This design comes from an exercise in tuning for small area on the open sky130 flow, not from production work.
Only simulation tests tie the RTL to the original design; equivalence was not proved.
Power figures rest on the tool's default switching activity, not on a simulated workload.

Design keysafe, start of the top module:
module keysafe(
input clk,
input rst_bar,
input [3:0] col_in,
input sck,
input ss_bar,
output [3:0] row_out,
output dav,
output busy,
output miso);
For scale: about 170 cells after synthesis, roughly 15 I/O pins.
==> flow/config.mk <==
export PLATFORM = sky130hd
export DESIGN_NAME = keysafe
export DESIGN_NICKNAME = keysafe
export VERILOG_FILES = /design/flow/design.v
export SDC_FILE = /design/flow/constraint.sdc
export NUM_CORES = 4
export LEC_CHECK = 0
export CAP_MARGIN = 20
export CORE_MARGIN = 2
export CORE_UTILIZATION = 40
export SLEW_MARGIN = 20
==> flow/constraint.sdc <==
create_clock -name core_clock -period 20.0 [get_ports {clk}]
set_input_delay 4.0000 -clock core_clock [delete_from_list [all_inputs] [get_ports {clk}]]
set_output_delay 4.0000 -clock core_clock [all_outputs]
set_load 0.01 [all_outputs]
standard.sh (not shown) runs the stock make flow with config.mk's settings and CLKGATE_MAP_FILE= SYNTH_SCRIPT=/design/flow/synth_recipe.tcl, a recipe that flattens the netlist after the stock synthesis.
==> flow/flow/run.sh <==
#!/bin/bash
# Standard ORFS layout (the standard.sh, standard synthesis unchanged), with
# the smallest buffer on the ports, a clock tree with fewer, larger clusters and
# every combinational cell at the smallest drive of its family before floorplan.
set -euo pipefail
export BUFFER_PORTS_ARGS="-buffer_cell sky130_fd_sc_hd__buf_1"
export CTS_ARGS="-sink_clustering_enable -repair_clock_nets -buf_list sky130_fd_sc_hd__clkbuf_8 -sink_clustering_size 50 -sink_clustering_max_diameter 200 -dont_use_dummy_load"
export PRE_FLOORPLAN_TCL="$PWD/flow/downsize.tcl"
bash standard.sh > standard_flow.log 2>&1
==> flow/flow/downsize.tcl <==
# Give every combinational cell the smallest drive strength of its family
# (same function, same pins); the 20 ns clock leaves ample slack.
proc my_downsize {} {
  set db [ord::get_db]
  set dont_use {}
  if {[info exists ::env(DONT_USE_CELLS)]} { set dont_use $::env(DONT_USE_CELLS) }
  set fam [dict create]
  foreach lib [$db getLibs] {
    foreach m [$lib getMasters] {
      set n [$m getName]
      if {[lsearch -exact $dont_use $n] >= 0} continue
      if {![regexp {^(sky130_fd_sc_hd__[a-z0-9]+)_([0-9]+)$} $n -> base drv]} continue
      dict lappend fam $base $m
    }
  }
  set cnt 0
  foreach inst [[ord::get_db_block] getInsts] {
    set m [$inst getMaster]
    set n [$m getName]
    if {![regexp {^(sky130_fd_sc_hd__[a-z0-9]+)_([0-9]+)$} $n -> base drv]} continue
    if {[regexp {df|dl|sdf|edf|tap|fill|decap|clkbuf|clkinv|conb|diode} $base]} continue
    if {![dict exists $fam $base]} continue
    set best $m
    foreach c [dict get $fam $base] {
      if {[$c getWidth] < [$best getWidth]} { set best $c }
    }
    if {$best ne $m} {
      $inst swapMaster $best
      incr cnt
    }
  }
  puts "my_downsize: swapped $cnt instances"
}
my_downsize
==> next run, changes <==
==> flow/flow/run.sh (replaced) <==
#!/bin/bash
# Standard ORFS layout (the standard.sh, standard synthesis unchanged), with
# the smallest buffer on the ports and a clock tree with fewer, larger clusters.
set -euo pipefail
export BUFFER_PORTS_ARGS="-buffer_cell sky130_fd_sc_hd__buf_1"
export CTS_ARGS="-sink_clustering_enable -repair_clock_nets -buf_list sky130_fd_sc_hd__clkbuf_8 -sink_clustering_size 50 -sink_clustering_max_diameter 200 -dont_use_dummy_load"
bash standard.sh > standard_flow.log 2>&1
removed: flow/flow/downsize.tcl
Final area rose by 2.2%.
Critical path depth stays the same.
Via count rose by 0.57%.
Non-clock buffer count fell by 1.
Power fell by about 0.5%.
Setup slack degrades by 7.0 ps.
Sequential power hardly moves.
Count of clock-buffer cells in the layout is unchanged.
Maximum frequency is about the same.
Hold slack improves by 11 ps.
==> next run, changes <==
==> flow/run.sh (new file) <==
#!/bin/bash
# synth_recipe.tcl (not shown) runs the flow's synth.tcl, then flattens the netlist and writes it again
# the make line also repeats each setting of config.mk as NAME=value (left out here)
make -C /OpenROAD-flow-scripts/flow DESIGN_CONFIG=/design/flow/config.mk WORK_HOME=/design/flow/orfs CLKGATE_MAP_FILE= SYNTH_SCRIPT=/design/flow/synth_recipe.tcl finish
CTS_BUF_LIST = sky130_fd_sc_hd__clkbuf_8   (was default)
CTS_CLUSTER_DIAMETER = 100   (was default)
CTS_CLUSTER_SIZE = 50   (was default)
removed: flow/flow/run.sh
removed: flow/standard.sh
Outcome: Total power went up by a little under a tenth; non-clock buffer count does not change; cell area went up by a few percent; synthesized cell count does not change; clock skew went down by 10 ps; die area does not change; cell count went up slightly; utilization went up by 2.6 points; global-route usage went down by 0.13 points; setup slack gets worse by 360 ps.
==> next run, changes <==
CTS_BUF_LIST = default   (was sky130_fd_sc_hd__clkbuf_8)
CTS_CLUSTER_DIAMETER = default   (was 100)
CTS_CLUSTER_SIZE = default   (was 50)
The changed run finished with timing, DRC and antenna clean.
Via count stays the same.
Total power does not change.
Flip-flop and latch count stays the same.
Register-to-register slack barely changes.
Design area stays the same.
Count of clock-buffer cells in the layout is unchanged.
Utilization stays the same.
Setup slack stays the same.
Non-clock buffer count does not change.

-- re-timing with driven ports --
In the flow no input, the clock included, has a driving cell. The finished layouts below were timed again as built, in two steps. Step 1 sets driving cells, clkbuf_16 on the clock port and buf_2 on the other inputs (assumed; they add their load-dependent delay and slew). Step 2 adds t to the input delays and takes it off the output delays; t is the mean of the earliest and latest rising clock arrival at the registers after step 1. Input paths then give back, and output paths get back, about the clock's delay inside the block. Slacks: ideal / step 1 / step 2; pairs: ideal / step 1.
run | shift t [ns] | slack for setup (ns) | hold WS [ns] | cell pins on the clock port's net
the first run | 0.312 | 14.907 / 14.883 / 14.752 | 0.368 / 0.368 / 0.368 | 1
the second run | 0.316 | 14.901 / 14.871 / 14.747 | 0.379 / 0.379 / 0.379 | 1
the third run | 0.322 | 14.543 / 14.517 / 14.374 | 0.381 / 0.381 / 0.381 | 1
the fourth run | 0.322 | 14.543 / 14.517 / 14.374 | 0.381 / 0.381 / 0.381 | 1
After both steps setup and hold are still met in every run listed.
